Source: an optimization exercise on an open RTL-to-GDS flow (aim: small area). Production flows keep margins and buffers that such runs may drop.
In this exercise RTL edits were held to simulation tests only and were not proved equivalent to the original.

## the previous run
Design simon_pipeline, start of the top module:
module simon_pipeline(
    input  [31:0] plaintext,
    input  [63:0] keytext,
    input         clk, rst,
    output reg [31:0] ciphertext
);
For scale: about 3900 cells after synthesis, about 130 I/O pins.
clock: 5.0 ns
lec_check: 0
cap_margin: 20
core_margin: 2
core_utilization: 60
place_density: 0.75
slew_margin: 20
standard.sh (not shown) runs the stock make flow with config.mk's settings and CLKGATE_MAP_FILE= SYNTH_SCRIPT=/design/flow/synth_recipe.tcl, a recipe that flattens the netlist after the stock synthesis.
==> flow/flow/run.sh <==
#!/bin/bash
# Standard ORFS layout with two changes: ports are buffered with buf_1, and
# CTS builds its tree without dummy balancing loads.
set -euo pipefail
export BUFFER_PORTS_ARGS="-buffer_cell sky130_fd_sc_hd__buf_1"
export CTS_ARGS="-sink_clustering_enable -repair_clock_nets -dont_use_dummy_load -buf_list sky130_fd_sc_hd__clkbuf_8 -sink_clustering_size 16 -sink_clustering_max_diameter 50"
bash standard.sh finish > standard_finish.log 2>&1
## Diff of input files: the current run against the previous run
- PLACE_DENSITY now 0.6, was 0.75
- CORE_UTILIZATION now 40, was 60
==> flow/flow/run.sh <==
#!/bin/bash
# Standard ORFS layout with two changes: ports are buffered with buf_1, and
# CTS builds its tree from clkbuf_16 without dummy balancing loads.
set -euo pipefail
export BUFFER_PORTS_ARGS="-buffer_cell sky130_fd_sc_hd__buf_1"
export CTS_ARGS="-sink_clustering_enable -repair_clock_nets -dont_use_dummy_load -buf_list sky130_fd_sc_hd__clkbuf_16 -sink_clustering_size 30 -sink_clustering_max_diameter 80"
bash standard.sh finish > standard_finish.log 2>&1
### Flow results
The current run completed end to end with timing, DRC and antenna clean. Both conditions hold for the previous run: the flow ran to the end and the final layout passed the timing, DRC and antenna checks. What the previous run reported for height of the chip has to be multiplied by 1.2 to get the figure for the current run. Re aggregate global-route resource usage: the current run is 7.1 points down on the previous run. Cell at the slowest stage of the critical path = sky130_fd_sc_hd__and2_4: the current run; cell at the slowest stage of the critical path = sky130_fd_sc_hd__dfxtp_1: the previous run. Destination of the critical timing path: key_generate.c[5][6]$_DFFE_PP_ -> the previous run, key_generate.c[18][3]$_DFFE_PP_ -> the current run. Compared with the previous run, the current run shows a least setup slack across all paths after layout that is 0.020 ns lower. The class of the worst hold path comes out reg -> reg in one run and in -> reg in the other, namely in the current run and the previous run respectively. Maximum frequency deteriorates in the current run relative to the previous run.


## run 1
simon_pipeline again, from the RTL that the note above started with.
## simon_pipeline
module simon_pipeline(
    input  [31:0] plaintext,
    input  [63:0] keytext,
    input         clk, rst,
    output reg [31:0] ciphertext
);
clock: 5.0 ns
lec_check: 0
cap_margin: 20
core_margin: 2
core_utilization: 60
place_density: 0.75
slew_margin: 20
==> flow/flow/run.sh <==
#!/bin/bash
# Standard ORFS layout with two changes: ports are buffered with buf_1, and
# CTS builds its tree without dummy balancing loads.
set -euo pipefail
export BUFFER_PORTS_ARGS="-buffer_cell sky130_fd_sc_hd__buf_1"
export CTS_ARGS="-sink_clustering_enable -repair_clock_nets -dont_use_dummy_load -buf_list sky130_fd_sc_hd__clkbuf_8 -sink_clustering_size 19 -sink_clustering_max_diameter 60"
bash standard.sh finish > standard_finish.log 2>&1
Run 1 reached the end of the flow, and the finished layout is clean on the timing, DRC and antenna checks.
Changes in run 2 relative to run 1:
# run 1
export LEC_CHECK = 0
export CAP_MARGIN = 20
export CORE_MARGIN = 2
export CORE_UTILIZATION = 60
export PLACE_DENSITY = 0.75
export SLEW_MARGIN = 20
create_clock -name core_clock -period 5.0 [get_ports {clk}]
# run 2
export LEC_CHECK = 0
export CAP_MARGIN = 5
export CORE_MARGIN = 2
export CORE_UTILIZATION = 70
export PLACE_DENSITY = 0.85
export SLEW_MARGIN = 5
create_clock -name core_clock -period 5.0 [get_ports {clk}]
Findings:
Run 2: done, clean on timing, DRC and antenna. Taking run 1 as the reference, in run 2 post-route worst hold slack increased by 0.053 ns relative to the old numbers; relative max-transition margin lost 16 points; total via count in the routed design went up 337; cell area after layout went down 0.62%. Run 2 reports its end of the critical path as key_generate.c[8][5]$_DFFE_PP_ while run 1 reports key_generate.c[5][5]$_DFFE_PP_.

## afterwards: timing with drivers on the ports
No port has a modelled driver above. Below, the same layouts with a new extraction and two added sets of constraints.
Step 1: set_driving_cell puts a clkbuf_16 on clk and a buf_2 on each other input, an assumption about the parent block.
Step 2 moves the port delays by t, midway between the first and last clock arrival at a register: inputs arrive t later, outputs are due t later. That takes back most of the time a late clock gives input paths.
Three values: no drivers, after step 1, after step 2; two values: the first two.
run	t (ns)	setup WS [ns]	worst setup path at the end	latest minus earliest clock arrival (ns)	worst register clock-pin slew, ns
the previous run	0.852	2.074 / 2.074 / 2.010	input to register	0.079 / 0.079	0.10 / 0.10
the current run	0.717	2.054 / 2.054 / 2.007	input to register	0.096 / 0.096	0.11 / 0.11
run 1	0.802	2.122 / 2.122 / 2.027	input to register	0.130 / 0.130	0.12 / 0.12
run 2	0.777	2.173 / 2.173 / 2.114	input to register	0.084 / 0.085	0.12 / 0.12
After both steps every run listed still meets setup and hold. The setup slack of run 1, which loses most, moves by 0.000 ns with the drivers and by -0.095 ns with both steps.
